Context: an optimization exercise on an open-source flow, tuned for small area. The choices shown serve that exercise and are no tape-out recipe. At most, simulation tests tie the RTL to the original design; equivalence was not proved. No functional check of the RTL was part of run 3. In runs 4 and 5 the design's own scripts or RTL, not TritonCTS, make the clock network. No driver is modelled on the clock port, so clock power and skew are understated where the tree is cut down; a real chip needs a root buffer or a tree. No activity file was given, so power comes from the tool's default toggle rates.

==> design.v <==
`timescale 1ns / 1ps
module ms_carry #(parameter integer K = 9) (
    input  wire [15:0] L,
    input  wire [15:0] R,
    output wire        c_sum,    
    output wire        c_dec,    
    output wire        c_diff    
);
    wire [K:0] cs, cd;
    assign cs[0] = 1'b0;
    assign cd[0] = 1'b1;
    genvar i;
    generate
        for (i = 0; i < K; i = i + 1) begin : g_c
            assign cs[i+1] = (L[i] & R[i])  | (cs[i] & (L[i] | R[i]));
            assign cd[i+1] = (L[i] & ~R[i]) | (cd[i] & (L[i] | ~R[i]));
        end
    endgenerate
    assign c_sum  = cs[K];
    assign c_dec  = (L[0] ^ R[0]) & (|L[K-1:0]);
    assign c_diff = cd[K];
endmodule
module mid_side_core #(parameter integer K = 9) (
    input  wire        clk,
    input  wire        ce,
    input  wire        enable,
    input  wire [15:0] L,
    input  wire [15:0] R,
    output reg  [15:0] L_q,
    output reg  [15:0] R_q,
    output reg         enc_q,
    output reg         cl0_q,    
    output reg         cl1_q,    
    output reg         cd_q
);
    wire c_sum, c_dec, c_diff;
    ms_carry #(.K(K)) u_carry (.L(L), .R(R), .c_sum(c_sum), .c_dec(c_dec), .c_diff(c_diff));
    always @(posedge clk) begin
        if (ce) begin
            L_q   <= L;
            R_q   <= R;
            enc_q <= enable;
            cl0_q <= enable & c_sum;
            cl1_q <= enable ? c_dec : c_sum;
            cd_q  <= c_diff;
        end
    end
endmodule
`timescale 1ns / 1ps
module ms_fa (
    input  wire a,
    input  wire b,
    input  wire ci,
    output wire s,
    output wire co
);
    assign s  = a ^ b ^ ci;
    assign co = (a & b) | (ci & (a ^ b));
endmodule
module ms_addend (
    input  wire use_r,
    input  wire r,
    input  wire ones,
    output wire a
);
    assign a = (use_r & r) | ones;
endmodule
module ms_lsel (
    input  wire hold, input wire q,
    input  wire shf,  input wire s_hi,
    input  wire sum,  input wire s_lo,
    input  wire satc,
    output wire d
);
    assign d = (hold & q) | (shf & s_hi) | (sum & s_lo) | satc;
endmodule
module ms_rsel (
    input  wire hold, input wire q,
    input  wire pas,  input wire r,
    input  wire shf,  input wire d_hi,
    input  wire dif,  input wire d_lo,
    input  wire satc,
    output wire d
);
    assign d = (hold & q) | (pas & r) | (shf & d_hi) | (dif & d_lo) | satc;
endmodule
module mid_side_inverse #(parameter integer K = 9) (
    input  wire        clk,
    input  wire        ce,
    input  wire        enc,
    input  wire        dec,
    input  wire [15:0] L,
    input  wire [15:0] R,
    input  wire        cl0_k,
    input  wire        cl1_k,
    input  wire        cd_k,
    output reg  [15:0] L_out,
    output reg  [15:0] R_out
);
    wire        p      = L[0] ^ R[0];
    wire        pe     = p & enc & dec;
    wire        use_r  = ~(enc & dec) & (enc | dec);
    wire [15:0] addend;
    wire [15:0] nR     = ~R;
    wire [15:0] cs, cd;
    wire [15:0] sum, diff;
    wire        cs16, cd16;
    assign sum[0]  = L[0] ^ addend[0];
    assign cs[1]   = L[0] & addend[0];
    assign diff[0] = L[0] ^ R[0];
    assign cd[1]   = L[0] | nR[0];
    assign cs[K]   = dec ? cl1_k : cl0_k;
    assign cd[K]   = cd_k;
    genvar i;
    generate
        for (i = 0; i < 16; i = i + 1) begin : g_opd
            ms_addend u_a (.use_r(use_r), .r(R[i]), .ones(pe), .a(addend[i]));
        end
        for (i = 1; i < 16; i = i + 1) begin : g_add
            wire cso, cdo;
            ms_fa u_fs (.a(L[i]), .b(addend[i]), .ci(cs[i]), .s(sum[i]),  .co(cso));
            ms_fa u_fd (.a(L[i]), .b(nR[i]),     .ci(cd[i]), .s(diff[i]), .co(cdo));
            if (i + 1 < 16 && i + 1 != K) begin : g_c
                assign cs[i+1] = cso;
                assign cd[i+1] = cdo;
            end
        end
    endgenerate
    wire sum16  = (L[15] & addend[15]) | ((L[15] | addend[15]) & sum[15]);
    wire diff16 = (L[15] & nR[15])     | ((L[15] | nR[15])     & diff[15]);
    wire ovl = (L[15] ~^ addend[15]) & (cs[15] ^ L[15]);
    wire ovr = (L[15] ~^ nR[15])     & (cd[15] ^ L[15]);
    wire hold  = ~ce;
    wire l_shf = ce & ~dec & enc;
    wire l_sum = ce & ~(~dec & enc) & ~ovl;
    wire l_sat = ce & dec & ovl;
    wire r_pas = ce & (dec == enc);
    wire r_shf = ce & ~dec & enc;
    wire r_dif = ce & dec & ~enc & ~ovr;
    wire r_sat = ce & dec & ~enc & ovr;
    wire [16:0] sum_x  = {sum16, sum};
    wire [16:0] diff_x = {diff16, diff};
    wire [15:0] l_d, r_d;
    generate
        for (i = 0; i < 16; i = i + 1) begin : g_out
            ms_lsel u_l (.hold(hold), .q(L_out[i]), .shf(l_shf), .s_hi(sum_x[i+1]),
                         .sum(l_sum), .s_lo(sum[i]),
                         .satc(l_sat & (i == 15 ? L[15] : ~L[15])), .d(l_d[i]));
            ms_rsel u_r (.hold(hold), .q(R_out[i]), .pas(r_pas), .r(R[i]),
                         .shf(r_shf), .d_hi(diff_x[i+1]), .dif(r_dif), .d_lo(diff[i]),
                         .satc(r_sat & (i == 15 ? L[15] : ~L[15])), .d(r_d[i]));
        end
    endgenerate
    always @(posedge clk) begin
        L_out <= l_d;
        R_out <= r_d;
    end
endmodule
`timescale 1ns / 1ps
module midside_axis_wrapper #
(
    parameter integer C_S_AXI_DATA_WIDTH = 32,
    parameter integer C_S_AXI_ADDR_WIDTH = 4,
    parameter integer C_AXIS_DATA_WIDTH  = 32
)
(
    input  wire aclk,
    input  wire aresetn,
    input  wire [C_S_AXI_ADDR_WIDTH-1:0]  s_axi_awaddr,
    input  wire [2:0]                     s_axi_awprot,
    input  wire                           s_axi_awvalid,
    output wire                           s_axi_awready,
    input  wire [C_S_AXI_DATA_WIDTH-1:0]  s_axi_wdata,
    input  wire [(C_S_AXI_DATA_WIDTH/8)-1:0] s_axi_wstrb,
    input  wire                           s_axi_wvalid,
    output wire                           s_axi_wready,
    output wire [1:0]                     s_axi_bresp,
    output wire                           s_axi_bvalid,
    input  wire                           s_axi_bready,
    input  wire [C_S_AXI_ADDR_WIDTH-1:0]  s_axi_araddr,
    input  wire [2:0]                     s_axi_arprot,
    input  wire                           s_axi_arvalid,
    output wire                           s_axi_arready,
    output wire [C_S_AXI_DATA_WIDTH-1:0]  s_axi_rdata,
    output wire [1:0]                     s_axi_rresp,
    output wire                           s_axi_rvalid,
    input  wire                           s_axi_rready,
    input  wire [C_AXIS_DATA_WIDTH-1:0] s_axis_tdata,
    input  wire                         s_axis_tvalid,
    output wire                         s_axis_tready,
    input  wire                         s_axis_tlast,
    output wire [C_AXIS_DATA_WIDTH-1:0] m_axis_tdata,
    output wire                         m_axis_tvalid,
    input  wire                         m_axis_tready,
    output wire                         m_axis_tlast
);
    reg [31:0] slv_reg0;      
    reg [31:0] slv_reg1;      
    reg        zero0, zero1;  
    reg        axi_awready;   
    reg        axi_bvalid;
    reg        axi_arready;
    reg        axi_rvalid;
    reg [31:0] axi_rdata;
    assign s_axi_awready = axi_awready;
    assign s_axi_wready  = axi_awready;
    assign s_axi_bresp   = 2'b00;
    assign s_axi_bvalid  = axi_bvalid;
    assign s_axi_arready = axi_arready;
    assign s_axi_rdata   = axi_rdata;
    assign s_axi_rresp   = 2'b00;
    assign s_axi_rvalid  = axi_rvalid;
    wire wren = axi_awready & s_axi_awvalid & s_axi_wvalid;
    wire we0  = wren & (s_axi_awaddr[3:2] == 2'd0);
    wire we1  = wren & (s_axi_awaddr[3:2] == 2'd1);
    wire rden = axi_arready & s_axi_arvalid;
    always @(posedge aclk) begin
        axi_awready <= aresetn & ~axi_awready & s_axi_awvalid & s_axi_wvalid;
        axi_bvalid  <= aresetn & (axi_bvalid ? ~s_axi_bready : wren);
        axi_arready <= aresetn & ~axi_arready & s_axi_arvalid;
        axi_rvalid  <= aresetn & (rden | (axi_rvalid & ~s_axi_rready));
        zero0       <= ~aresetn | (zero0 & ~we0);
        zero1       <= ~aresetn | (zero1 & ~we1);
    end
    always @(posedge aclk) begin
        if (we0) slv_reg0 <= s_axi_wdata;
        if (we1) slv_reg1 <= s_axi_wdata;
    end
    wire rsel0 = (s_axi_araddr[3:2] == 2'd0) & ~zero0;
    wire rsel1 = (s_axi_araddr[3:2] == 2'd1) & ~zero1;
    wire [31:0] rdata_d;
    genvar gi;
    generate
        for (gi = 0; gi < 32; gi = gi + 1) begin : g_rd
            ms_rdbit u_rd (.hold(~rden), .q(axi_rdata[gi]),
                           .s0(rden & rsel0), .r0(slv_reg0[gi]),
                           .s1(rden & rsel1), .r1(slv_reg1[gi]), .d(rdata_d[gi]));
        end
    endgenerate
    always @(posedge aclk)
        axi_rdata <= rdata_d;
    wire enc = slv_reg0[0] & ~zero0;
    wire dec = slv_reg0[1] & ~zero0;
    reg v1, v2, l1, l2;
    wire ce = m_axis_tready | ~v2;
    assign s_axis_tready = ce;
    always @(posedge aclk) begin
        v1 <= aresetn & (ce ? s_axis_tvalid : v1);
        v2 <= aresetn & (ce ? v1 : v2);
        if (ce) begin
            l1 <= s_axis_tlast;
            l2 <= l1;
        end
    end
    wire [15:0] st1_L, st1_R;
    wire        st1_enc, st1_cl0, st1_cl1, st1_cd;
    wire [15:0] out_L, out_R;
    mid_side_core u_stage1 (
        .clk    (aclk),
        .ce     (ce),
        .enable (enc),
        .L      (s_axis_tdata[31:16]),
        .R      (s_axis_tdata[15:0]),
        .L_q    (st1_L),
        .R_q    (st1_R),
        .enc_q  (st1_enc),
        .cl0_q  (st1_cl0),
        .cl1_q  (st1_cl1),
        .cd_q   (st1_cd)
    );
    mid_side_inverse u_stage2 (
        .clk    (aclk),
        .ce     (ce),
        .enc    (st1_enc),
        .dec    (dec),
        .L      (st1_L),
        .R      (st1_R),
        .cl0_k  (st1_cl0),
        .cl1_k  (st1_cl1),
        .cd_k   (st1_cd),
        .L_out  (out_L),
        .R_out  (out_R)
    );
    assign m_axis_tdata  = {out_L, out_R};
    assign m_axis_tvalid = v2;
    assign m_axis_tlast  = l2;
endmodule
module ms_rdbit (
    input  wire hold, input wire q,
    input  wire s0,   input wire r0,
    input  wire s1,   input wire r1,
    output wire d
);
    assign d = (hold & q) | (s0 & r0) | (s1 & r1);
endmodule
==> flow/run.sh <==
#!/bin/bash
set -euo pipefail
bash standard.sh \
  "BUFFER_PORTS_ARGS=-buffer_cell sky130_fd_sc_hd__buf_1" \
  "CTS_ARGS=-sink_clustering_enable -repair_clock_nets -dont_use_dummy_load -buf_list {sky130_fd_sc_hd__clkbuf_4 sky130_fd_sc_hd__clkbuf_8}" \
  finish > flow_make.log 2>&1
==> standard.sh <==
#!/bin/bash
# synth_recipe.tcl (not shown) runs the flow's synth.tcl, then flattens the netlist and writes it again
# the make line also repeats each setting of config.mk as NAME=value (left out here)
make -C /OpenROAD-flow-scripts/flow DESIGN_CONFIG=/design/flow/config.mk WORK_HOME=/design/flow/orfs CLKGATE_MAP_FILE= SYNTH_SCRIPT=/design/flow/synth_recipe.tcl "${@:-finish}"
==> config.mk <==
export PLATFORM = sky130hd
export DESIGN_NAME = midside_axis_wrapper
export DESIGN_NICKNAME = midside_axis_wrapper
export VERILOG_FILES = /design/flow/design.v
export SDC_FILE = /design/flow/constraint.sdc
export NUM_CORES = 4
export LEC_CHECK = 0
export CAP_MARGIN = 20
export CORE_MARGIN = 2
export CORE_UTILIZATION = 60
export SLEW_MARGIN = 20
export SYNTH_HIERARCHICAL = 1
==> constraint.sdc <==
create_clock -name core_clock -period 5.0 [get_ports {aclk}]
set_input_delay 1.0000 -clock core_clock [delete_from_list [all_inputs] [get_ports {aclk}]]
set_output_delay 1.0000 -clock core_clock [all_outputs]
set_load 0.01 [all_outputs]
==> summary.txt, run 1 <==
Outcome
  – Status: finished clean

Clock tree
  – Clock Latency Late Sink: 0.43 ns
  – Num CTS Buffers: 17
  – CTS H-tree depth: 4
  – CTS clk-pin slew, worst paths: around 0.070 ns
  – CTS tree: yes
  – Post CTS Setup Buffer Count: 0
  – CTS max path bufs: 2
  – Root Driver: clkbuf_8
  – Clk sinks: 174
  – # hold bufs at CTS: 0

Yosys
  – Cell taking the most area after synthesis: edfxtp_1
  – Largest family of logic cells by synthesized area: compound AO/OA/AOI/OAI gates
  – Synth Area in Simple Gates: 0.05154
  – EDFF count, synth: a little over 100
  – Synth unique cells: 46
  – Synthesized netlist cell count: ~500
  – Post-synthesis adder-cell area fraction: 0.1045
  – Complex-gate fraction of the synthesized area: 0.1525
  – Syn_area_per_cell: 13.97 um^2
  – Dominant synthesized flop cell: edfxtp_1
  – Post-Syn Area: about 0.0070 mm^2
  – Sequential share of the synthesized area: 0.6398
  – Syn. warnings: 9
  – Multiplexer share of the synthesized area: 0.006575
  – Largest cells by area after synthesis: edfxtp_1 (44%), dfxtp_1 (20%), fa_1 (8.5%)
  – Seq cells post-synth: between 150 and 200
  – Post-Synth XOR/XNOR Area: 0.002488
  – Async set-reset flop share out of synthesis: 0
  – Yosys top cell area share: 0.4350

Layout
  – Fillers: about 870
  – Layout cells sized above 1: 0.08358
  – Area Growth Syn to Fin: 15.94%
  – Net count reported at finish: 815
  – Non-filler cells, final: slightly above 800
  – # diodes: 0

Global route
  – Largest net degree at the start of global routing: 37
  – First-pass GRT wire length: roughly 22,000 um
  – Vias in the first global route: about 4,700
  – Tot GR Track Use: 0.2271
  – Congestion Overflow GR: 0
  – Initial antenna violation count: 0

Routing
  – Vias: roughly 4,700
  – Post-Route WL: ~14,000 um
  – TritonRoute pass-1 iters: 6
  – Vias/cell: ~5.7
  – Antenna-violating nets left: 0
  – Residual DRC count: 0
  – Iteration-0 DRC count of the detailed router: 418
  – WL per Instance: between 15 and 20 um

Hold path
  – Min-delay worst type: flop to flop
  – HP Start: l1
  – Hold worst-path end: l2
  – WHS Path Cells: 0

Setup path
  – Setup CP Type: flop to flop
  – Startpoint types: flop
  – WP data required: about 5.3 ns
  – Worst reg2reg path startpoint: slv_reg0[1]
  – Worst-case reg-to-reg path depth: 16
  – Worst Path Max Fanout: 6
  – Crit end category: flop
  – Worst path arrival time: roughly 5.1 ns
  – Reg2reg setup slack: between 0.15 and 0.2 ns
  – Reg2reg end: u_stage2.L_out[8]

Power
  – Power Density: 320.6 mW/mm^2
  – Leakage: 0.003458 uW
  – Maximum vdd drop: around 280 uV
  – Pwr Total: between 2000 and 3000 uW

Timing
  – # setup viols final: 0
  – Crit share post-route: 0.9631
  – Max Fclk: between 200 and 250 MHz
  – Relative slew slack: 0.2956
  – Slew Viols, Final: 0
  – Clock Skews: 0.01349 ns
  – Min cycle time layout: around 4.8 ns
  – Final hold vios: 0
  – Worst Tran Pin Value: 1.053 ns

Placement
  – Buffers on Ports: about 150
  – Dpl hpwl: around 10000 um
  – Dpl cells: 808
  – Routability congestion estimate: between 0.8 and 0.9

Floorplan
  – Core box area: about 0.011 mm^2
  – Die area: about 0.013 mm^2
  – FP Rows: 39
  – # IOs: approximately 170
  – Initial Util: 0.6166
  – Die Ht: between 100 and 150 um
  – Die W: about 110 um

Job
  – Max_cap viols: 0
## repair_timing
action / 4_1_cts / 5_1_grt
setup endpoints to repair: 3 / 16
gates cloned: 0 / 0
gates resized for setup: 2 / 6
## cell usage in the layout, fill, tap and decap left out, types with 4 or more instances in the layout
master | synthesis | routed
edfxtp_1 | 102 | 102
nand2b_1 | 4 | 4
dfxtp_1 | 72 | 72
conb_1 | 1 | 4
a22oi_1 | 20 | 19
inv_1 | 68 | 67
a222oi_1 | 48 | 48
ha_1 | 9 | 9
buf_4 | 5 | 14
a21o_1 | 18 | 18
fa_1 | 30 | 26
clkbuf_8 | 0 | 17
nand2_1 | 38 | 38
a21oi_1 | 33 | 33
buf_1 | 0 | 149
fa_2 | 0 | 4
## layout make-up
class	count	area, um^2	share of cell area
clock buffers	17	234.0	0.02866
multi-input cells	259	2322	0.2845
flip-flops and latches	174	4504	0.5518
well taps	143	178.9	0.02192
repair buffers	163	664.4	0.08139
inverters	69	259.0	0.03173
## worst max-delay path: stages (launching register included)
cell and delay [ns]:
edfxtp_1 0.35, nor2b_4 0.16, inv_1 0.07, ha_1 0.29, inv_2 0.07, a21o_1 0.18
ha_1 0.18, fa_1 0.37, fa_1 0.39, fa_2 0.37, fa_1 0.39, fa_1 0.39
fa_1 0.40, fa_2 0.37, fa_2 0.46, a22oi_1 0.19, nand2_1 0.06
## per-stage QoR
step / util / setup slack [ns] / area (um^2) / hold slack (ns) / setup TNS (ns)
3_5_place_dp: 0.6923 / -0.02697 / 7905 / 0.4074 / -0.02697
2_1_floorplan: - / 0.1077 / 7057 / 0.4003 / 0
5_1_grt: 0.7149 / -0.003535 / 8163 / 0.4322 / -0.003535
3_3_place_gp: 0.6923 / 0.05848 / 7905 / 0.4038 / 0
4_1_cts: 0.7132 / 0.002369 / 8144 / 0.4232 / 0
6_report: 0.7149 / 0.1847 / 8163 / 0.4230 / 0
## flip-flops by register name (all words and copies together) (netlist names), 16 cells and up
| name | count |
|---|---|
| axi_rdata | 32 |
| slv_reg0 | 32 |
| slv_reg1 | 32 |
| u_stage1.L_q | 16 |
| u_stage1.R_q | 16 |
| u_stage2.L_out | 16 |
| u_stage2.R_out | 16 |
## per-module statistics from Yosys (local to each module, per instance), a selection
module / cells / cell area, um^2
ms_rdbit: 2 / 13.76
ms_addend: 1 / 7.507
mid_side_inverse: 83 / 957.2
ms_rsel: 3 / 18.77
ms_lsel: 3 / 16.27
ms_fa: 1 / 20.02
midside_axis_wrapper: 137 / 3000
mid_side_core: 38 / 1104
## synth_stat cells, drive strengths merged (4+ instances only)
cell type and instances:
a211oi 4, a21o 18, a21oi 33, a222oi 48, a22oi 20, buf 5
dfxtp 72, edfxtp 102, fa 30, ha 9, inv 69, nand2 39
nand2b 4, nor2 5, nor2b 5, nor4 5, o21ai 5, o22ai 4
## report_power, final
part           leakage (uW)  total (uW)  switching (uW)  internal (uW)
clock              0.000122         701             400            301
combinational       0.00177         292             168            124
sequential          0.00157        1620            41.4           1580
## per-layer routing
layer / vias up / global-route usage / routed length (um)
met5: - / 0 / 0
met3: 14 / 0.06857 / 1009
li1: 2257 / - / -
met1: 2254 / 0.2687 / 5479
met4: 0 / 0.08293 / 174
met2: 181 / 0.3948 / 7328
## cells by family after synthesis
kind of cell / count (synthesis)
XOR/XNOR: 2
AO/OA/AOI/OAI: 139
AND/OR/NAND/NOR: 69
multiplexers: 4
adder cells (fa/ha/maj): 41
other: 1
buffers and inverters: 74
flip-flops: 174
## worst max path at each step
stage | slack, ns | endpoint | depth (start not counted) | start
5_1_grt | -0.004 | u_stage2.L_out[8] | 16 | slv_reg0[1]
3_5_place_dp | -0.03 | u_stage2.L_out[8] | 16 | slv_reg0[1]
6_report | 0.18 | u_stage2.L_out[8] | 16 | slv_reg0[1]
4_1_cts | 0.002 | u_stage2.L_out[8] | 16 | slv_reg0[1]
3_3_place_gp | 0.06 | u_stage2.L_out[8] | 16 | slv_reg0[1]
2_1_floorplan | 0.11 | u_stage2.L_out[8] | 16 | slv_reg0[1]
==> run 2: changes to the inputs <==
==> flow/run.sh (replaced) <==
#!/bin/bash
set -euo pipefail
here=$(pwd)
bash standard.sh \
  "BUFFER_PORTS_ARGS=-buffer_cell sky130_fd_sc_hd__buf_1" \
  "CTS_ARGS=-sink_clustering_enable -repair_clock_nets -dont_use_dummy_load -buf_list {sky130_fd_sc_hd__clkbuf_4 sky130_fd_sc_hd__clkbuf_8}" \
  "POST_CTS_TCL=$here/flow/post_cts.tcl" \
  finish > flow_make.log 2>&1
==> flow/post_cts.tcl (new file) <==
# After CTS's own timing repair: give back drive strength that the timing
# does not need (cells are only resized down; placement stays legal).
log_cmd repair_timing -recover_power 100 -setup_margin 0.05
--- a/config.mk
+++ b/config.mk
@@ -7,6 +7,6 @@
 export LEC_CHECK = 0
 export CAP_MARGIN = 20
 export CORE_MARGIN = 2
-export CORE_UTILIZATION = 60
+export CORE_UTILIZATION = 40
 export SLEW_MARGIN = 20
 export SYNTH_HIERARCHICAL = 1
==> run 2 against run 1 <==
Net effect:
- highest routed layer unchanged
- synthesized cell count is the same
- critical path type unchanged
- cell count rose by 11%
- still clean
- sequential share of layout area shrank 0.99 points
- via count rose by 2.2%
- flip-flop and latch count unchanged
- clock skew rose by 0.016 ns
- power rose by 0.53%
- maximum frequency shrank 0.16%
- worst setup slack worse by 0.0078 ns
- clock power is 1% higher
- critical endpoint unchanged
- design area increased by 1.8%
==> summary.txt, run 2 <==
Layout
  – Most frequent cells in the layout: buf_1 (144), edfxtp_1 (102), dfxtp_1 (72), inv_1 (68), a222oi_1 (48)
  – Top Registers: axi_rdata (32), slv_reg0 (32), slv_reg1 (32)
  – Area Growth Syn to Fin: 18.06%
  – # diodes: 0 (unchanged)
  – Most common library cell in the layout ignoring fill and taps: buf_1
  – Non-filler cells, final: 912 (+11%)
  – Net count reported at finish: 820 (+0.61%)
  – Layout cells sized above 1: 0.08297 (-0.0006083)

Timing
  – Sum Neg Setup Slack: 0 ns (unchanged)
  – Slew Viols, Final: 0 (unchanged)
  – Min cycle time layout: 4.823 ns (+0.007771 ns)
  – Relative slew slack: 0.2344 (-0.06124)
  – Crit share post-route: 0.9646 (+0.001554)
  – Clock Skews: 0.02924 ns (+0.01575 ns)
  – Unrepaired setup endpoints after global routing: no
  – # setup viols final: 0 (unchanged)
  – Worst Tran Pin Value: 1.144 ns (+0.09153 ns)
  – Final hold vios: 0 (unchanged)
  – Max Fclk: 207.3 MHz (-0.16%)

Routing
  – Top Metal Used: met4
  – Residual DRC count: 0 (unchanged)
  – Vias: 4,811 (+2.2%)
  – Antenna-violating nets left: 0 (unchanged)
  – Post-Route WL: 15,500 um (+11%)
  – WL per Instance: 17.00 um (+0.22%)
  – TritonRoute pass-1 iters: 7 (+1)
  – Met2 WL: 7633 um (+4.2%)
  – Iteration-0 DRC count of the detailed router: 370 (-11%)
  – Vias/cell: 5.275 (-7.5%)
  – Metal-1 WL: 6150 um (+12%)
  – WL met3: 1398 um (+39%)

Power
  – Seq pwr share: 0.619 (-0.002)
  – Power Density: 316.6 mW/mm^2 (-1.3%)
  – Clock group share of total power: 0.270 (+0.002)
  – Maximum vdd drop: 222.6 uV (-21%)
  – P_int: 2007 uW (about the same)
  – Sw power: 624.6 uW (+2.4%)
  – Leakage: 0.003466 uW (+0.23%)
  – Switching Share: 0.2374 (+0.004422)
  – Part of the power in combinational logic: 0.112 (about the same)

Yosys
  – Dominant synthesized flop cell: edfxtp_1
  – Yosys top cell area share: 0.4350 (unchanged)
  – EDFF count, synth: 102 (unchanged)
  – Synthesized netlist cell count: 504 (unchanged)
  – Syn. warnings: 9 (unchanged)
  – Cell taking the most area after synthesis: edfxtp_1
  – Post-Syn Area: 0.007041 mm^2 (unchanged)
  – Async set-reset flop share out of synthesis: 0 (unchanged)
  – Synth unique cells: 46 (unchanged)
  – Sequential share of the synthesized area: 0.6398 (unchanged)
  – Most instantiated library cell after synthesis: edfxtp_1
  – Seq cells post-synth: 174 (unchanged)
  – Syn_area_per_cell: 13.97 um^2 (unchanged)
  – Post-synth top cells: edfxtp_1 (102), dfxtp_1 (72), inv_1 (68)
  – Largest cells by area after synthesis: edfxtp_1 (44%), dfxtp_1 (20%), fa_1 (8.5%)

Placement
  – Routability congestion estimate: 0.8149 (-8.3%)
  – Dpl cells: 892 (+10%)
  – Buffers on Ports: 149 (unchanged)
  – Dpl hpwl: 11,210 um (+13%)

Hold path
  – Hold worst-path end: l2
  – Min-delay worst type: flop to flop
  – HP Start: l1
  – WHS Path Cells: 0 (unchanged)

Setup path
  – Worst reg2reg path startpoint: u_stage1.R_q[0]
  – Worst-case reg-to-reg path depth: 15 (-1)
  – Reg2reg setup slack: 0.18 ns (about the same)
  – Worst Path Max Fanout: 5 (-1)
  – Crit. Startpoint: u_stage1.R_q[0]
  – Setup CP Type: flop to flop
  – Worst path arrival time: 5.13 ns (about the same)
  – Reg2reg end: u_stage2.L_out[8]
  – WP data required: 5.31 ns (about the same)
  – Crit end category: flop
  – Startpoint types: flop

Global route
  – Initial antenna violation count: 0 (unchanged)
  – Congestion Overflow GR: 0 (unchanged)
  – Tot GR Track Use: 0.1712 (-0.05589)
  – Vias in the first global route: 4,870 (+4.0%)
  – First-pass GRT wire length: 24,220 um (+8.4%)
  – Largest net degree at the start of global routing: 35 (-5.4%)

Clock tree
  – Clk sinks: 174 (unchanged)
  – CTS clk-pin slew, worst paths: 0.08 ns (about the same)
  – Clock Latency Late Sink: 0.45 ns (+0.02 ns)
  – CTS tree: yes

Outcome
  – Status: finished clean

Floorplan
  – Die W: 136.7 um (+22%)
  – Die Ht: 136.7 um (+22%)
  – Die area: 0.01868 mm^2 (+48%)
  – FP Rows: 48 (+23%)
  – Core box area: 0.01724 mm^2 (+51%)
  – # IOs: 168 (unchanged)
  – Initial Util: 0.4085 (-0.2081)

Job
  – Max_cap viols: 0 (unchanged)
==> run 2: critical path, cell delays in order (launching register included) <==
cell and delay (ns):
edfxtp_1 0.42, ha_1 0.29, inv_1 0.04, and3_2 0.24, a21o_1 0.17, ha_1 0.19, fa_1 0.40, fa_2 0.35
fa_1 0.40, fa_2 0.36, fa_2 0.35, fa_2 0.34, fa_1 0.38, fa_1 0.48, a22oi_1 0.21, nand2_1 0.07
==> run 2: logic make-up (layout without fill, tap and decap cells) <==
family | Yosys count | in the layout | share of synthesized area
flops | 174 | 174 | 0.6398
compound gates | 139 | 139 | 0.1525
other cells | 1 | 4 | 0.0005326
mux | 4 | 4 | 0.006575
xor+xnor | 2 | 2 | 0.002488
buf+inv | 74 | 254 | 0.04212
fa+ha+maj | 41 | 41 | 0.1045
simple gates | 69 | 69 | 0.05153
==> run 2: worst max path at each step <==
| stage | end | cells past startpoint |
|---|---|---|
| 2_1_floorplan | u_stage2.L_out[8] | 16 |
| 3_3_place_gp | u_stage2.L_out[8] | 16 |
| 3_5_place_dp | u_stage2.L_out[8] | 15 |
| 5_1_grt | u_stage2.L_out[8] | 15 |
| 6_report | u_stage2.L_out[8] | 15 |
==> run 2: final cells by class <==
type | count | area [um^2]
clock buffers | 17 | 234.0
fillers | 1570 | 8925
inverters | 69 | 259.0
multi-input cells | 259 | 2311
flip-flops and latches | 174 | 4504
well taps | 225 | 281.5
repair buffers | 168 | 721.9
==> run 2: through the flow <==
step	utilization	total power, uW	cell area [um^2]	hold WS (ns)	setup WS, ns
global route	0.4822	2751	8312	0.4510	0.02956
detailed placement	0.4654	1951	8023	0.4193	0.05071
global placement	0.4654	1936	8023	0.4050	0.1006
floorplan	-	1826	7057	0.4003	0.1077
finish	0.4822	2631	8312	0.4363	0.1769
==> run 2: per-layer routing <==
layer	track usage	up-vias
li1	-	2268
met1	0.1931	2325
met2	0.2911	190
met3	0.06556	28
met4	0.07002	0
met5	0	-
==> run 2: modules after synthesis, one instance, submodules excluded, a selection <==
module | cells inside | area (um^2) | flops+latches
ms_rsel | 3 | 18.77 | 0
mid_side_inverse | 83 | 957.2 | 32
midside_axis_wrapper | 137 | 3000 | 106
ms_addend | 1 | 7.507 | 0
mid_side_core | 38 | 1104 | 36
ms_rdbit | 2 | 13.76 | 0
ms_lsel | 3 | 16.27 | 0
ms_fa | 1 | 20.02 | 0
==> run 2: power groups by stage <==
stage               registers (uW)  logic, uW  clock network [uW]
floorplan                     1670        153                   0
global placement              1660        281                   0
detailed placement            1660        290                   0
global route                  1640        330                 786
finish                        1630        294                 710
==> run 3: changes to the inputs <==
--- a/design.v
+++ b/design.v
@@ -1,5 +1,5 @@
 `timescale 1ns / 1ps
-module ms_carry #(parameter integer K = 9) (
+module ms_carry #(parameter integer K = 8) (
     input  wire [15:0] L,
     input  wire [15:0] R,
     output wire        c_sum,    
@@ -20,7 +20,7 @@
     assign c_dec  = (L[0] ^ R[0]) & (|L[K-1:0]);
     assign c_diff = cd[K];
 endmodule
-module mid_side_core #(parameter integer K = 9) (
+module mid_side_core #(parameter integer K = 8) (
     input  wire        clk,
     input  wire        ce,
     input  wire        enable,
@@ -84,7 +84,7 @@
 );
     assign d = (hold & q) | (pas & r) | (shf & d_hi) | (dif & d_lo) | satc;
 endmodule
-module mid_side_inverse #(parameter integer K = 9) (
+module mid_side_inverse #(parameter integer K = 8) (
     input  wire        clk,
     input  wire        ce,
     input  wire        enc,
==> run 3 against run 2 <==
Net effect:
- critical path type unchanged
- clock-buffer cell count is the same
- maximum frequency increased by 1.0%
- largest power group unchanged
- largest cell class unchanged
- still clean
- clock power is 2% higher
- critical endpoint is now u_stage2.L_out[15]
==> summary.txt, run 3 <==
Floorplan
  – # IOs: 168 (unchanged)
  – Die W: 137.0 um (+0.25%)
  – Initial Util: 0.4091 (+0.0006795)
  – Core box area: 0.01730 mm^2 (+0.35%)
  – Die area: 0.01877 mm^2 (+0.50%)
  – Die Ht: 137.0 um (+0.25%)
  – FP Rows: 48 (unchanged)

Yosys
  – Seq cells post-synth: 174 (unchanged)
  – Synthesized netlist cell count: 507 (+0.60%)
  – Sequential share of the synthesized area: 0.6365 (-0.003280)
  – Async set-reset flop share out of synthesis: 0 (unchanged)
  – Largest family of logic cells by synthesized area: compound AO/OA/AOI/OAI gates
  – Post-Syn Area: 0.007077 mm^2 (+0.52%)
  – Syn_area_per_cell: 13.96 um^2 (about the same)
  – Dominant synthesized flop cell: edfxtp_1
  – Complex-gate fraction of the synthesized area: 0.1480 (-0.004495)
  – Post-Synth XOR/XNOR Area: 0.002475 (-0.00001276)
  – Largest cells by area after synthesis: edfxtp_1 (43%), dfxtp_1 (20%), fa_1 (8.5%)
  – Yosys top cell area share: 0.4328 (-0.002231)
  – EDFF count, synth: 102 (unchanged)
  – Synth unique cells: 49 (+6.5%)
  – Synth Area in Simple Gates: 0.06064 (+0.009106)
  – Post-synthesis adder-cell area fraction: 0.1056 (+0.001055)
  – Syn. warnings: 9 (unchanged)
  – Most instantiated library cell after synthesis: edfxtp_1
  – Multiplexer share of the synthesized area: 0.006542 (-0.00003371)
  – Post-synth top cells: edfxtp_1 (102), dfxtp_1 (72), inv_1 (64)
  – Cell taking the most area after synthesis: edfxtp_1

Layout
  – # diodes: 0 (unchanged)
  – Net count reported at finish: 828 (+0.98%)
  – Fillers: 1,579 (+0.57%)
  – Layout cells sized above 1: 0.08345 (+0.0004838)
  – Finished Core Util: 0.4851 (+0.002883)
  – Most frequent cells in the layout: buf_1 (144), edfxtp_1 (102), dfxtp_1 (72), inv_1 (64), a222oi_1 (48)
  – Top Registers: axi_rdata (32), slv_reg0 (32), slv_reg1 (32)
  – Most common library cell in the layout ignoring fill and taps: buf_1
  – Area Growth Syn to Fin: 18.56%

Hold path
  – Min-delay worst type: flop to flop

Clock tree
  – CTS clk-pin slew, worst paths: 0.07 ns (about the same)
  – Clk sinks: 174 (unchanged)
  – Clock Latency Late Sink: 0.45 ns (about the same)
  – CTS tree: yes

Global route
  – First-pass GRT wire length: 24,550 um (+1.4%)
  – Met1 GRT Util: 0.1977 (+0.004629)
  – Initial antenna violation count: 0 (unchanged)
  – Grt met2 use: 0.3018 (+0.01071)
  – Tot GR Track Use: 0.1726 (+0.001376)
  – Congestion Overflow GR: 0 (unchanged)
  – Vias in the first global route: 4,805 (-1.3%)
  – GR Util met3: 0.05667 (-0.008889)
  – Largest net degree at the start of global routing: 36 (+2.9%)
  – Gr busiest metal: met2

Placement
  – Routability congestion estimate: 0.8079 (-0.86%)
  – Setup WS pre-CTS: -0.01773 ns (-0.06844 ns)
  – Buffers on Ports: 149 (unchanged)
  – Dpl hpwl: 10,920 um (-2.6%)

Timing
  – Final setup margin: 0.2251 ns (+0.04819 ns)
  – Crit share post-route: 0.9550 (-0.009639)
  – Max Fclk: 209.4 MHz (+1.0%)
  – Final hold vios: 0 (unchanged)
  – Min cycle time layout: 4.775 ns (-0.04819 ns)
  – Slew Viols, Final: 0 (unchanged)
  – # setup viols final: 0 (unchanged)
  – Unrepaired setup endpoints after global routing: no
  – Clock Skews: 0.02472 ns (-0.004516 ns)
  – Worst Tran Pin Value: 1.066 ns (-0.07858 ns)
  – Relative slew slack: 0.2896 (+0.05521)

Power
  – Power Density: 315.9 mW/mm^2 (-0.21%)
  – Maximum vdd drop: 163.6 uV (-26%)
  – Leakage: 0.003505 uW (+1.1%)

Routing
  – Residual DRC count: 0 (unchanged)
  – Vias/cell: 5.203 (-1.4%)
  – Antenna-violating nets left: 0 (unchanged)
  – Vias: 4,787 (-0.50%)
  – TritonRoute pass-1 iters: 8 (+1)
  – Iteration-0 DRC count of the detailed router: 379 (+2.4%)
  – WL per Instance: 16.96 um (-0.22%)
  – Post-Route WL: 15,600 um (+0.65%)

Setup path
  – Crit end category: flop
  – Setup CP Type: flop to flop
  – Worst path arrival time: 5.08 ns (-0.05 ns)
  – Startpoint types: flop
  – WP data required: 5.31 ns (about the same)
  – Worst Path Max Fanout: 3 (-2)

Job
  – Max_cap viols: 0 (unchanged)

Outcome
  – Status: finished clean
run 3: changes by cell type after synthesis, moves of 2 or more:
cell / change
a211oi_1: -2
a22oi_1: -4
inv_1: -4
nand2b_1: +2
nand4b_1: +2
o21a_1: +2
o221ai_1: -2
o22ai_1: -2
run 3: worst max-delay path, stage by stage, from the launching register on:
cell and delay [ns]:
edfxtp_1 0.39, ha_1 0.28, inv_1 0.06, and3_1 0.19, a21o_1 0.17, fa_2 0.38, fa_2 0.36, fa_1 0.40
fa_1 0.39, fa_1 0.39, fa_2 0.36, fa_2 0.40, fa_1 0.49, buf_4 0.15, a22oi_1 0.16, nand2_1 0.08
run 3: Yosys stat by module (local to each module, per instance), excerpt:
module | cells | copies in the design
ms_fa | 1 | 30
ms_addend | 1 | 16
ms_lsel | 3 | 16
mid_side_core | 38 | 1
ms_rdbit | 2 | 32
mid_side_inverse | 83 | 1
midside_axis_wrapper | 137 | 1
ms_rsel | 3 | 16
run 3: layout make-up:
class / count / area [um^2] / share of cell area
clock buffers: 17 / 234.0 / 0.02789
inverters: 65 / 244.0 / 0.02908
multi-input cells: 266 / 2347 / 0.2797
flip-flops and latches: 174 / 4504 / 0.5368
well taps: 225 / 281.5 / 0.03355
repair buffers: 173 / 779.5 / 0.09290
run 3: worst paths after layout:
path | start | endpoint | slack [ns] | cells after the start
setup / recovery | u_stage1.R_q[0] | u_stage2.L_out[15] | 0.23 | 15
hold / removal | l1 | l2 | 0.44 | 0
setup reg to reg | u_stage1.R_q[0] | u_stage2.L_out[15] | 0.23 | 15
hold reg to reg | l1 | l2 | 0.44 | 0
run 3: metal layers:
layer / vias to the layer above / share of wire
met5: - / 0
met4: 0 / 0.012
met3: 15 / 0.077
met2: 175 / 0.51
met1: 2308 / 0.40
li1: 2289 / -
run 3: cell families (layout without fill, tap and decap cells):
kind of cell,Yosys count,after routing
and+or+nand+nor,79,79
muxes,4,4
DFF,174,174
xor gates and xnor gates,2,2
buffers and inverters,70,255
AOI/OAI and AO/OA,135,135
adders and majority gates,42,42
other,1,4
run 3: where the power goes:
part / switching [uW] / total [uW] / leakage [uW] / internal (uW)
Clock: 420 / 721 / 0.000122 / 301
Combinational: 172 / 303 / 0.00181 / 131
Sequential: 43.4 / 1630 / 0.00157 / 1580
run 3: metrics by stage:
step / TNS [ns] / area, um^2 / total power [uW] / instances / hold WS [ns]
6_report: 0 / 8391 / 2651 / 920 / 0.4377
3_3_place_gp: 0 / 8079 / 1944 / 895 / 0.4040
5_1_grt: 0 / 8391 / 2780 / 920 / 0.4648
3_5_place_dp: -0.01773 / 8079 / 1959 / 895 / 0.4277
2_1_floorplan: 0 / 7101 / 1831 / 510 / 0.4003
==> run 4: changes to the inputs <==
--- a/design.v
+++ b/design.v
@@ -1,5 +1,5 @@
 `timescale 1ns / 1ps
-module ms_carry #(parameter integer K = 8) (
+module ms_carry #(parameter integer K = 9) (
     input  wire [15:0] L,
     input  wire [15:0] R,
     output wire        c_sum,    
@@ -20,7 +20,7 @@
     assign c_dec  = (L[0] ^ R[0]) & (|L[K-1:0]);
     assign c_diff = cd[K];
 endmodule
-module mid_side_core #(parameter integer K = 8) (
+module mid_side_core #(parameter integer K = 9) (
     input  wire        clk,
     input  wire        ce,
     input  wire        enable,
@@ -84,7 +84,7 @@
 );
     assign d = (hold & q) | (pas & r) | (shf & d_hi) | (dif & d_lo) | satc;
 endmodule
-module mid_side_inverse #(parameter integer K = 8) (
+module mid_side_inverse #(parameter integer K = 9) (
     input  wire        clk,
     input  wire        ce,
     input  wire        enc,
==> flow/run.sh (replaced) <==
#!/bin/bash
set -euo pipefail
here=$(pwd)
bash standard.sh \
  "BUFFER_PORTS_ARGS=-buffer_cell sky130_fd_sc_hd__buf_1" \
  "PRE_CTS_TCL=$here/flow/pre_cts.tcl" \
  finish > flow_make.log 2>&1
==> flow/manual_cts.tcl (new file) <==
# Manual two-level clock tree, used in place of TritonCTS.
# The registers are split into NLEAF groups by position (k-means); each group
# gets one leaf clock buffer at its centre, and one root buffer at the centre
# of the leaves is the only cell the clock port drives.  Every register sees
# the same two buffers between it and the port.
proc mcts_build { nleaf leaf_cell root_cell } {
  set block [ord::get_db_block]
  set db [ord::get_db]
  set clk_net [$block findNet aclk]
  set sinks {}
  foreach it [$clk_net getITerms] {
    lappend sinks $it
  }
  set pts {}
  foreach it $sinks {
    set b [[$it getInst] getBBox]
    lappend pts [list [expr {([$b xMin] + [$b xMax]) / 2.0}] [expr {([$b yMin] + [$b yMax]) / 2.0}]]
  }
  set n [llength $pts]
  # k-means, seeded with points spread along the sorted order
  set order [lsort -real -index 0 $pts]
  set cent {}
  for {set k 0} {$k < $nleaf} {incr k} {
    lappend cent [lindex $order [expr {int(($k + 0.5) * $n / $nleaf)}]]
  }
  for {set iter 0} {$iter < 50} {incr iter} {
    set asg {}
    foreach p $pts {
      set best 0; set bd 1e30
      for {set k 0} {$k < $nleaf} {incr k} {
        set c [lindex $cent $k]
        set d [expr {abs([lindex $p 0] - [lindex $c 0]) + abs([lindex $p 1] - [lindex $c 1])}]
        if {$d < $bd} { set bd $d; set best $k }
      }
      lappend asg $best
    }
    set newc {}
    for {set k 0} {$k < $nleaf} {incr k} {
      set sx 0; set sy 0; set cnt 0
      foreach p $pts a $asg {
        if {$a == $k} { set sx [expr {$sx + [lindex $p 0]}]; set sy [expr {$sy + [lindex $p 1]}]; incr cnt }
      }
      if {$cnt > 0} { lappend newc [list [expr {$sx / $cnt}] [expr {$sy / $cnt}]] } else { lappend newc [lindex $cent $k] }
    }
    set cent $newc
  }
  set lm [$db findMaster $leaf_cell]
  set rm [$db findMaster $root_cell]
  # root
  set root [odb::dbInst_create $block $rm "mcts_root"]
  set rootnet [odb::dbNet_create $block "mcts_root_net"]
  $rootnet setSigType CLOCK
  set sx 0; set sy 0
  foreach c $cent { set sx [expr {$sx + [lindex $c 0]}]; set sy [expr {$sy + [lindex $c 1]}] }
  $root setLocation [expr {int($sx / $nleaf)}] [expr {int($sy / $nleaf)}]
  $root setPlacementStatus PLACED
  # leaves
  set leafnets {}
  for {set k 0} {$k < $nleaf} {incr k} {
    set c [lindex $cent $k]
    if {[lsearch -exact $asg $k] < 0} { lappend leafnets {}; continue }
    set li [odb::dbInst_create $block $lm "mcts_leaf_$k"]
    $li setLocation [expr {int([lindex $c 0])}] [expr {int([lindex $c 1])}]
    $li setPlacementStatus PLACED
    set ln [odb::dbNet_create $block "mcts_leaf_net_$k"]
    $ln setSigType CLOCK
    [$li findITerm A] connect $rootnet
    [$li findITerm X] connect $ln
    lappend leafnets $ln
  }
  foreach it $sinks a $asg {
    $it disconnect
    $it connect [lindex $leafnets $a]
  }
  [$root findITerm A] connect $clk_net
  [$root findITerm X] connect $rootnet
  set cnts {}
  foreach ln $leafnets { if {$ln ne {}} { lappend cnts [expr {[llength [$ln getITerms]] - 1}] } }
  puts "mcts: $n sinks, $nleaf leaves of $leaf_cell, root $root_cell, leaf loads: $cnts"
}
==> flow/pre_cts.tcl (new file) <==
# Replaces TritonCTS with a two-level tree (manual_cts.tcl): 13 leaf
# clkbuf_8, each at the centre of a group of registers, all driven by one
# root clkbuf_8 on the clock port.  cts.tcl's own legalisation and timing
# repair then run as usual.
source [file join [file dirname [info script]] manual_cts.tcl]
mcts_build 13 sky130_fd_sc_hd__clkbuf_8 sky130_fd_sc_hd__clkbuf_8
set_propagated_clock [all_clocks]
proc clock_tree_synthesis { args } {
  puts "clock_tree_synthesis skipped: the clock tree was built by pre_cts.tcl"
}
--- a/config.mk
+++ b/config.mk
@@ -7,6 +7,6 @@
 export LEC_CHECK = 0
 export CAP_MARGIN = 20
 export CORE_MARGIN = 2
-export CORE_UTILIZATION = 40
+export CORE_UTILIZATION = 60
 export SLEW_MARGIN = 20
 export SYNTH_HIERARCHICAL = 1
removed: flow/post_cts.tcl
==> run 4 against run 3 <==
Net effect:
- die area shrank 33%
- clock skew grew 0.011 ns
- power shrank 3.3%
- register-to-register slack lost 0.06 ns
- critical endpoint is now u_stage2.L_out[8]
- largest power group unchanged
==> summary.txt, run 4 <==
Outcome
  – Status: finished clean

Setup path
  – Crit end category: flop
  – Worst-case reg-to-reg path depth: 15 (unchanged)
  – Setup CP Type: flop to flop
  – CP Cell Sequence: ha_1 > inv_1 > and3_1 > a21o_1 > ha_1 > fa_1 > fa_1 > fa_2 > fa_1 > fa_1 > fa_1 > fa_2 > fa_2 > a22oi_2 > nand2_1
  – Reg2reg end: u_stage2.L_out[8]
  – WP data required: 5.34 ns (+0.03 ns)
  – Reg2reg setup slack: 0.17 ns (-0.06 ns)
  – Worst reg2reg path startpoint: u_stage1.R_q[0]
  – Crit-path most repeated cell: fa_1
  – Critical path's slowest cell: fa_2
  – Worst path arrival time: 5.17 ns (+0.09 ns)
  – Startpoint types: flop
  – Worst Path Max Fanout: 3 (unchanged)
  – Max stage delay on crit path: 0.50 ns (about the same)

Floorplan
  – FP Rows: 39 (-19%)
  – Die area: 0.01262 mm^2 (-33%)
  – Die W: 112.3 um (-18%)
  – # IOs: 168 (unchanged)
  – Initial Util: 0.6166 (+0.2074)
  – Die Ht: 112.3 um (-18%)
  – Core box area: 0.01142 mm^2 (-34%)

Routing
  – Iteration-0 DRC count of the detailed router: 372 (-1.8%)
  – WL per Instance: 16.89 um (-0.42%)
  – Antenna-violating nets left: 0 (unchanged)
  – TritonRoute pass-1 iters: 5 (-3)
  – Post-Route WL: 13,900 um (-11%)
  – Vias/cell: 5.676 (+9.1%)
  – Residual DRC count: 0 (unchanged)
  – Vias: 4,671 (-2.4%)

Placement
  – Buffers on Ports: 149 (unchanged)
  – Area after DPL: 0.007905 mm^2 (-2.2%)
  – Routability congestion estimate: 0.8887 (+10%)
  – Dpl hpwl: 9962 um (-8.8%)
  – Dpl cells: 808 (-9.7%)

Timing
  – Slew Viols, Final: 0 (unchanged)
  – Max Fclk: 206.9 MHz (-1.2%)
  – # setup viols final: 0 (unchanged)
  – Clock Skews: 0.03541 ns (+0.01069 ns)
  – Relative slew slack: 0.2879 (-0.001687)
  – Unrepaired setup endpoints after global routing: no
  – WHS: 0.4150 ns (-0.02268 ns)
  – Crit share post-route: 0.9665 (+0.01158)
  – Worst Tran Pin Value: 1.064 ns (-0.001402 ns)
  – Min cycle time layout: 4.833 ns (+0.05789 ns)
  – Final hold vios: 0 (unchanged)

Yosys
  – EDFF count, synth: 102 (unchanged)
  – Seq cells post-synth: 174 (unchanged)
  – Post-synth top cells: edfxtp_1 (102), dfxtp_1 (72), inv_1 (68)
  – Synth unique cells: 46 (-6.1%)
  – Sequential share of the synthesized area: 0.6398 (+0.003280)
  – Synthesized netlist cell count: 504 (-0.59%)
  – Cell taking the most area after synthesis: edfxtp_1
  – Syn. warnings: 9 (unchanged)
  – Post-Syn Area: 0.007041 mm^2 (-0.51%)
  – Largest cells by area after synthesis: edfxtp_1 (44%), dfxtp_1 (20%), fa_1 (8.5%)
  – Dominant synthesized flop cell: edfxtp_1
  – Syn_area_per_cell: 13.97 um^2 (about the same)
  – Yosys top cell area share: 0.4350 (+0.002231)
  – Async set-reset flop share out of synthesis: 0 (unchanged)
  – Most instantiated library cell after synthesis: edfxtp_1

Global route
  – First-pass GRT wire length: 22,000 um (-10%)
  – Grt met2 use: 0.3884 (+0.08653)
  – Congestion Overflow GR: 0 (unchanged)
  – Met1 GRT Util: 0.2593 (+0.06155)
  – GR Util met3: 0.04806 (-0.008611)
  – Largest net degree at the start of global routing: 37 (+2.8%)
  – Initial antenna violation count: 0 (unchanged)
  – Gr busiest metal: met2
  – Tot GR Track Use: 0.2114 (+0.03882)
  – Vias in the first global route: 4,650 (-3.2%)

Layout
  – Area Growth Syn to Fin: 15.57%
  – Finished Core Util: 0.7126 (+0.2275)
  – Top Registers: axi_rdata (32), slv_reg0 (32), slv_reg1 (32)
  – # diodes: 0 (unchanged)
  – Net count reported at finish: 813 (-1.8%)
  – Most common library cell in the layout ignoring fill and taps: buf_1
  – Fin area: 0.008137 mm^2 (-3.0%)
  – Non-filler cells, final: 823 (-11%)
  – Most frequent cells in the layout: buf_1 (149), edfxtp_1 (102), dfxtp_1 (72), inv_1 (67), a222oi_1 (48)
  – Fillers: 879 (-44%)
  – Layout cells sized above 1: 0.08382 (+0.0003703)

Power
  – Leakage: 0.003441 uW (-1.8%)
  – Power Density: 315.0 mW/mm^2 (-0.28%)
  – Maximum vdd drop: 280.5 uV (+71%)

Clock tree
  – CTS clk-pin slew, worst paths: 0.08 ns (about the same)
  – Clock Latency Late Sink: 0.47 ns (+0.02 ns)

Job
  – Max_cap viols: 0 (unchanged)

Hold path
  – HP Start: l1
  – Hold worst-path end: l2
  – WHS Path Cells: 0 (unchanged)
  – Min-delay worst type: flop to flop
==> run 4: cell count changes after synthesis, sizes merged, moves of 2 or more <==
cell and delta:
nand4b -2, inv +4, a211oi +2, o21a -2
nand2b -2, a22oi +4, o22ai +3
==> run 4: worst max-delay path, delay by kind of cell (launching register included) <==
family,cells,cell delay (ns)
fa+ha+maj,10,3.66
buf+inv,1,0.05
simple gates,2,0.26
compound gates,2,0.33
flops,1,0.42
==> run 4: modules after synthesis (local to each module, per instance), excerpt <==
module,cells,flops+latches,area (um^2),times used
ms_lsel,3,0,16.27,16
midside_axis_wrapper,137,106,3000,1
ms_rsel,3,0,18.77,16
ms_rdbit,2,0,13.76,32
ms_addend,1,0,7.507,16
ms_fa,1,0,20.02,30
mid_side_inverse,83,32,957.2,1
mid_side_core,38,36,1104,1
==> run 4: layout make-up <==
cell class	count	area [um^2]	share of cell area
buffer	14	192.7	0.02368
sequential	174	4504	0.5536
tap	143	178.9	0.02199
multi-input combinational	259	2330	0.2863
timing repair buffer	164	671.9	0.08258
inverter	69	259.0	0.03183
==> run 4: power breakdown <==
part           total [uW]  internal [uW]  switching, uW  leakage, uW
combinational         293            125            168      0.00177
clock                 646            249            397     0.000101
sequential           1620           1580           41.2      0.00157
total                2560           1960            607      0.00344
==> run 4: what timing repair did <==
action | 4_1_cts | 5_1_grt
setup buffers | 0 | 1
gates cloned | 0 | 0
hold buffers | 0 | 0
gates resized for setup | 1 | 9
pin swaps | 0 | 2
endpoints found under the setup margin | 2 | 14
==> run 4: cell families (layout without fill, tap and decap cells) <==
logic type	count (synthesis)	count (layout)	synth area share
flip-flops	174	174	0.6398
AND/OR/NAND/NOR	69	69	0.05153
AO/OA/AOI/OAI	139	139	0.1525
other	1	4	0.0005326
XOR/XNOR	2	2	0.002488
multiplexers	4	4	0.006575
buffers and inverters	74	247	0.04212
adder cells (fa/ha/maj)	41	41	0.1045
==> run 4: worst max path at each step <==
stage               cells after the start            start                end  slack, ns
finish                                 15  u_stage1.R_q[0]  u_stage2.L_out[8]       0.17
global route                           15  u_stage1.R_q[0]  u_stage2.L_out[8]       0.02
CTS                                    16      slv_reg0[1]  u_stage2.L_out[8]       0.01
detailed placement                     16      slv_reg0[1]  u_stage2.L_out[8]      -0.03
global placement                       16      slv_reg0[1]  u_stage2.L_out[8]       0.06
floorplan                              16      slv_reg0[1]  u_stage2.L_out[8]       0.11
==> run 4: metal layers <==
| layer | vias to the layer above | routed length (um) |
|---|---|---|
| li1 | 2252 | - |
| met1 | 2255 | 5460 |
| met2 | 143 | 7153 |
| met3 | 21 | 1039 |
| met4 | 0 | 246 |
| met5 | - | 0 |
==> run 4: through the flow <==
stage	total power (uW)	setup TNS [ns]	setup WS (ns)
3_5_place_dp	1943	-0.02697	-0.02697
6_report	2563	0	0.1673
3_3_place_gp	1930	0	0.05848
4_1_cts	2581	0	0.01330
5_1_grt	2670	0	0.01539
2_1_floorplan	1826	0	0.1077
==> run 5: changes to the inputs <==
--- a/design.v
+++ b/design.v
@@ -84,6 +84,37 @@
 );
     assign d = (hold & q) | (pas & r) | (shf & d_hi) | (dif & d_lo) | satc;
 endmodule
+module ms_mode (
+    input  wire ce, input wire enc, input wire dec,
+    input  wire L0, input wire R0,
+    output wire hold, output wire use_r, output wire ones
+);
+    assign hold  = ~ce;
+    assign use_r = enc ^ dec;
+    assign ones  = enc & dec & (L0 ^ R0);
+endmodule
+module ms_outsel (
+    input  wire ce, input wire enc, input wire dec,
+    input  wire L15, input wire a15, input wire nr15,
+    input  wire cs15, input wire cd15,
+    output wire l_shf, output wire l_sum, output wire l_sat_lo, output wire l_sat_hi,
+    output wire r_pas, output wire r_shf, output wire r_dif,
+    output wire r_sat_lo, output wire r_sat_hi
+);
+    wire ovl = (L15 ~^ a15)  & (cs15 ^ L15);
+    wire ovr = (L15 ~^ nr15) & (cd15 ^ L15);
+    wire l_sat = ce & dec & ovl;
+    wire r_sat = ce & dec & ~enc & ovr;
+    assign l_shf    = ce & ~dec & enc;
+    assign l_sum    = ce & ~(~dec & enc) & ~ovl;
+    assign l_sat_lo = l_sat & ~L15;
+    assign l_sat_hi = l_sat & L15;
+    assign r_pas    = ce & (dec == enc);
+    assign r_shf    = ce & ~dec & enc;
+    assign r_dif    = ce & dec & ~enc & ~ovr;
+    assign r_sat_lo = r_sat & ~L15;
+    assign r_sat_hi = r_sat & L15;
+endmodule
 module mid_side_inverse #(parameter integer K = 9) (
     input  wire        clk,
     input  wire        ce,
@@ -97,9 +128,9 @@
     output reg  [15:0] L_out,
     output reg  [15:0] R_out
 );
-    wire        p      = L[0] ^ R[0];
-    wire        pe     = p & enc & dec;
-    wire        use_r  = ~(enc & dec) & (enc | dec);
+    wire        hold, use_r, pe;
+    ms_mode u_mode (.ce(ce), .enc(enc), .dec(dec), .L0(L[0]), .R0(R[0]),
+                    .hold(hold), .use_r(use_r), .ones(pe));
     wire [15:0] addend;
     wire [15:0] nR     = ~R;
     wire [15:0] cs, cd;
@@ -128,16 +159,12 @@
     endgenerate
     wire sum16  = (L[15] & addend[15]) | ((L[15] | addend[15]) & sum[15]);
     wire diff16 = (L[15] & nR[15])     | ((L[15] | nR[15])     & diff[15]);
-    wire ovl = (L[15] ~^ addend[15]) & (cs[15] ^ L[15]);
-    wire ovr = (L[15] ~^ nR[15])     & (cd[15] ^ L[15]);
-    wire hold  = ~ce;
-    wire l_shf = ce & ~dec & enc;
-    wire l_sum = ce & ~(~dec & enc) & ~ovl;
-    wire l_sat = ce & dec & ovl;
-    wire r_pas = ce & (dec == enc);
-    wire r_shf = ce & ~dec & enc;
-    wire r_dif = ce & dec & ~enc & ~ovr;
-    wire r_sat = ce & dec & ~enc & ovr;
+    wire l_shf, l_sum, l_sat_lo, l_sat_hi, r_pas, r_shf, r_dif, r_sat_lo, r_sat_hi;
+    ms_outsel u_sel (.ce(ce), .enc(enc), .dec(dec), .L15(L[15]), .a15(addend[15]),
+                     .nr15(nR[15]), .cs15(cs[15]), .cd15(cd[15]),
+                     .l_shf(l_shf), .l_sum(l_sum), .l_sat_lo(l_sat_lo), .l_sat_hi(l_sat_hi),
+                     .r_pas(r_pas), .r_shf(r_shf), .r_dif(r_dif),
+                     .r_sat_lo(r_sat_lo), .r_sat_hi(r_sat_hi));
     wire [16:0] sum_x  = {sum16, sum};
     wire [16:0] diff_x = {diff16, diff};
     wire [15:0] l_d, r_d;
@@ -145,10 +172,10 @@
         for (i = 0; i < 16; i = i + 1) begin : g_out
             ms_lsel u_l (.hold(hold), .q(L_out[i]), .shf(l_shf), .s_hi(sum_x[i+1]),
                          .sum(l_sum), .s_lo(sum[i]),
-                         .satc(l_sat & (i == 15 ? L[15] : ~L[15])), .d(l_d[i]));
+                         .satc(i == 15 ? l_sat_hi : l_sat_lo), .d(l_d[i]));
             ms_rsel u_r (.hold(hold), .q(R_out[i]), .pas(r_pas), .r(R[i]),
                          .shf(r_shf), .d_hi(diff_x[i+1]), .dif(r_dif), .d_lo(diff[i]),
-                         .satc(r_sat & (i == 15 ? L[15] : ~L[15])), .d(r_d[i]));
+                         .satc(i == 15 ? r_sat_hi : r_sat_lo), .d(r_d[i]));
         end
     endgenerate
     always @(posedge clk) begin
==> flow/pre_cts.tcl (replaced) <==
# Replaces TritonCTS with a two-level tree (manual_cts.tcl): 11 leaf
# clkbuf_8, each at the centre of a group of registers, all driven by one
# root clkbuf_8 on the clock port.  cts.tcl's own legalisation and timing
# repair then run as usual.
source [file join [file dirname [info script]] manual_cts.tcl]
mcts_build 11 sky130_fd_sc_hd__clkbuf_8 sky130_fd_sc_hd__clkbuf_8
set_propagated_clock [all_clocks]
proc clock_tree_synthesis { args } {
  puts "clock_tree_synthesis skipped: the clock tree was built by pre_cts.tcl"
}
--- a/config.mk
+++ b/config.mk
@@ -7,6 +7,6 @@
 export LEC_CHECK = 0
 export CAP_MARGIN = 20
 export CORE_MARGIN = 2
-export CORE_UTILIZATION = 60
+export CORE_UTILIZATION = 70
 export SLEW_MARGIN = 20
 export SYNTH_HIERARCHICAL = 1
==> run 5 against run 4 <==
Net effect:
- wire length increased by 2.8%
- critical path type unchanged
- flip-flop and latch count is the same
- cell count is 2.6% lower
- power decreased by 2.5%
- worst setup slack got worse by 0.026 ns
- critical path depth is 1 lower
- largest power group unchanged
- synthesized cell count down 1.6%
- via count up 1.3%
- maximum frequency is 0.54% lower
==> summary.txt, run 5 <==
Clock tree
  – # hold bufs at CTS: 0 (unchanged)
  – CTS clk-pin slew, worst paths: 0.10 ns (+0.02 ns)
  – Clock Latency Late Sink: 0.43 ns (-0.04 ns)

Yosys
  – Yosys top cell area share: 0.4365 (+0.001474)
  – Seq cells post-synth: 174 (unchanged)
  – Cell taking the most area after synthesis: edfxtp_1
  – Synthesized netlist cell count: 496 (-1.6%)
  – EDFF count, synth: 102 (unchanged)
  – Dominant synthesized flop cell: edfxtp_1
  – Sequential share of the synthesized area: 0.6419 (+0.002168)
  – Largest cells by area after synthesis: edfxtp_1 (44%), dfxtp_1 (21%), fa_1 (8.6%)
  – Most instantiated library cell after synthesis: edfxtp_1
  – Syn. warnings: 9 (unchanged)
  – Syn_area_per_cell: 14.15 um^2 (+1.3%)
  – Async set-reset flop share out of synthesis: 0 (unchanged)
  – Synth unique cells: 47 (+2.2%)
  – Post-synth top cells: edfxtp_1 (102), dfxtp_1 (72), inv_1 (62)
  – Post-Syn Area: 0.007017 mm^2 (-0.34%)

Setup path
  – Crit. Startpoint: slv_reg0[1]
  – Crit end category: flop
  – Startpoint types: flop
  – WP data required: 5.32 ns (-0.02 ns)
  – Worst Path Max Fanout: 11 (+8)
  – Setup CP Type: flop to flop
  – Worst path arrival time: 5.18 ns (about the same)
  – Worst reg2reg path startpoint: slv_reg0[1]

Placement
  – Area after DPL: 0.007834 mm^2 (-0.90%)
  – Buffers on Ports: 149 (unchanged)
  – Setup WS pre-CTS: 0.04324 ns (+0.07021 ns)
  – Routability congestion estimate: 0.8599 (-3.2%)
  – Dpl hpwl: 10,370 um (+4.1%)

Global route
  – Initial antenna violation count: 0 (unchanged)
  – GR Util met3: 0.04261 (-0.005450)
  – Largest net degree at the start of global routing: 40 (+8.1%)
  – Tot GR Track Use: 0.2596 (+0.04824)
  – Grt met2 use: 0.4878 (+0.09943)
  – Gr busiest metal: met2
  – Vias in the first global route: 4,783 (+2.9%)
  – Met1 GRT Util: 0.3123 (+0.05300)
  – First-pass GRT wire length: 22,830 um (+3.7%)
  – Congestion Overflow GR: 0 (unchanged)

Routing
  – Residual DRC count: 0 (unchanged)
  – TritonRoute pass-1 iters: 8 (+3)
  – WL per Instance: 17.82 um (+5.5%)
  – Antenna-violating nets left: 0 (unchanged)
  – Post-Route WL: 14,290 um (+2.8%)
  – Iteration-0 DRC count of the detailed router: 479 (+29%)
  – Vias: 4,730 (+1.3%)
  – Vias/cell: 5.898 (+3.9%)

Power
  – Pwr Total: 2500 uW (-2.5%)
  – Maximum vdd drop: 257.2 uV (-8.3%)
  – Power Density: 311.2 mW/mm^2 (-1.2%)
  – Leakage: 0.003380 uW (-1.8%)

Floorplan
  – # IOs: 168 (unchanged)
  – Core box area: 0.009774 mm^2 (-14%)
  – Die W: 104.1 um (-7.3%)
  – Die Ht: 104.1 um (-7.3%)
  – FP Rows: 36 (-7.7%)
  – Initial Util: 0.7179 (+0.1013)
  – Die area: 0.01084 mm^2 (-14%)

Timing
  – Sum Neg Setup Slack: 0 ns (unchanged)
  – WHS: 0.4253 ns (+0.01025 ns)
  – Slew Viols, Final: 0 (unchanged)
  – Crit share post-route: 0.9718 (+0.005230)
  – Clock Skews: 0.03872 ns (+0.003309 ns)
  – Relative slew slack: 0.2934 (+0.005530)
  – Final hold vios: 0 (unchanged)
  – Min cycle time layout: 4.859 ns (+0.02615 ns)
  – Max Fclk: 205.8 MHz (-0.54%)
  – Worst Tran Pin Value: 1.060 ns (-0.004363 ns)
  – # setup viols final: 0 (unchanged)
  – Final setup margin: 0.1411 ns (-0.02615 ns)

Layout
  – Top Registers: axi_rdata (32), slv_reg0 (32), slv_reg1 (32)
  – Net count reported at finish: 799 (-1.7%)
  – Area Growth Syn to Fin: 14.48%
  – Most common library cell in the layout ignoring fill and taps: buf_1
  – Fillers: 591 (-33%)
  – Layout cells sized above 1: 0.07922 (-0.004601)
  – Most frequent cells in the layout: buf_1 (149), edfxtp_1 (102), dfxtp_1 (72), inv_1 (62), a222oi_1 (48)
  – # diodes: 0 (unchanged)
  – Fin area: 0.008033 mm^2 (-1.3%)

Hold path
  – HP Start: l1
  – Min-delay worst type: flop to flop

Job
  – Max_cap viols: 0 (unchanged)

Outcome
  – Status: finished clean
==> run 5: changes by cell type in the layout (fill, tap and decap cells not counted), sizes merged, moves of 2 or more <==
| cell | change |
|---|---|
| nor4 | -3 |
| ha | -3 |
| and2 | +2 |
| a21o | -2 |
| clkbuf | -2 |
| inv | -7 |
| nand2b | -2 |
| maj3 | +2 |
| and3b | +2 |
==> run 5: logic make-up after synthesis <==
logic type / after synthesis / synth area share
flip-flops: 174 / 0.6419
AO/OA/AOI/OAI: 136 / 0.1498
AND/OR/NAND/NOR: 72 / 0.05777
buffers and inverters: 68 / 0.03959
adder cells (fa/ha/maj): 40 / 0.1025
multiplexers: 4 / 0.006597
other: 1 / 0.0005344
XOR/XNOR: 1 / 0.001248
==> run 5: what timing repair did <==
action	4_1_cts	5_1_grt
gates resized for setup	2	7
pin swaps	0	1
cloned	0	0
setup endpoints to repair	1	6
setup buffers	0	1
==> run 5: final cells by class <==
| cell class | instances | area (um^2) | share of cell area |
|---|---|---|---|
| Buffer | 12 | 165.2 | 0.02056 |
| Tap cell | 133 | 166.4 | 0.02072 |
| Timing Repair Buffer | 164 | 671.9 | 0.08364 |
| Sequential cell | 174 | 4504 | 0.5607 |
| Inverter | 62 | 232.7 | 0.02897 |
| Multi-Input combinational cell | 257 | 2292 | 0.2854 |
==> run 5: per-stage QoR <==
step,utilization,instances
6_report,0.8218,802
5_1_grt,0.8218,802
4_1_cts,0.8189,801
3_5_place_dp,0.8015,789
3_3_place_gp,0.8015,789
2_1_floorplan,-,499
==> run 5: per-module statistics from Yosys, one instance, submodules excluded, a selection <==
module                times used  cells inside
mid_side_core                  1            38
midside_axis_wrapper           1           137
ms_fa                         30             1
ms_lsel                       16             3
ms_mode                        1             4
ms_rdbit                      32             2
ms_rsel                       16             3
==> run 5: path summary, 6_finish.rpt <==
kind | endpoint | slack [ns] | cells after the start
min reg2reg | l2 | 0.43 | 0
min | l2 | 0.43 | 0
max reg2reg | u_stage2.L_out[15] | 0.14 | 14
max | u_stage2.L_out[15] | 0.14 | 14
==> run 5: critical path, cell delays in order (launching register included) <==
cell      delay, ns
edfxtp_1       0.42
nor2b_4        0.16
ha_2           0.32
buf_4          0.20
a21o_1         0.20
fa_1           0.43
fa_1           0.39
fa_1           0.41
fa_2           0.37
fa_1           0.40
fa_2           0.38
fa_1           0.49
maj3_1         0.38
a22oi_1        0.14
nand2_1        0.07
==> run 5: report_power, final <==
part	switching (uW)	total, uW	leakage [uW]	internal [uW]
Combinational	165	287	0.00172	122
Clock	372	587	0.0000863	215
Sequential	42.9	1630	0.00157	1580
Total	580	2500	0.00338	1920
==> run 5: metal layers <==
layer,routed length (um),part of all wire
met5,0,0
met4,387,0.027
met3,1022,0.071
met2,7732,0.54
met1,5151,0.36

-- afterwards: timing with drivers on the ports --
No port has a modelled driver above. Below, the same layouts with a new extraction and two added sets of constraints. Step 1: set_driving_cell puts a clkbuf_16 on aclk and a buf_2 on each other input, an assumption about the parent block. Step 2 times the ports against the registers' clock, not the clock port: input delays grow and output delays shrink by t, the midpoint of the rising clock arrivals with the driver on. a / b / c = no drivers / after step 1 / after step 2; a / b = the first two.
run	shift t [ns]	setup WS [ns]	worst setup path at the end
run 1	0.463	0.185 / 0.185 / 0.185	register to register
run 2	0.470	0.177 / 0.177 / 0.177	register to register
run 3	0.468	0.225 / 0.225 / 0.225	register to register
run 4	0.488	0.167 / 0.167 / 0.167	register to register
run 5	0.445	0.141 / 0.141 / 0.141	register to register
After both steps every run listed still meets setup and hold.
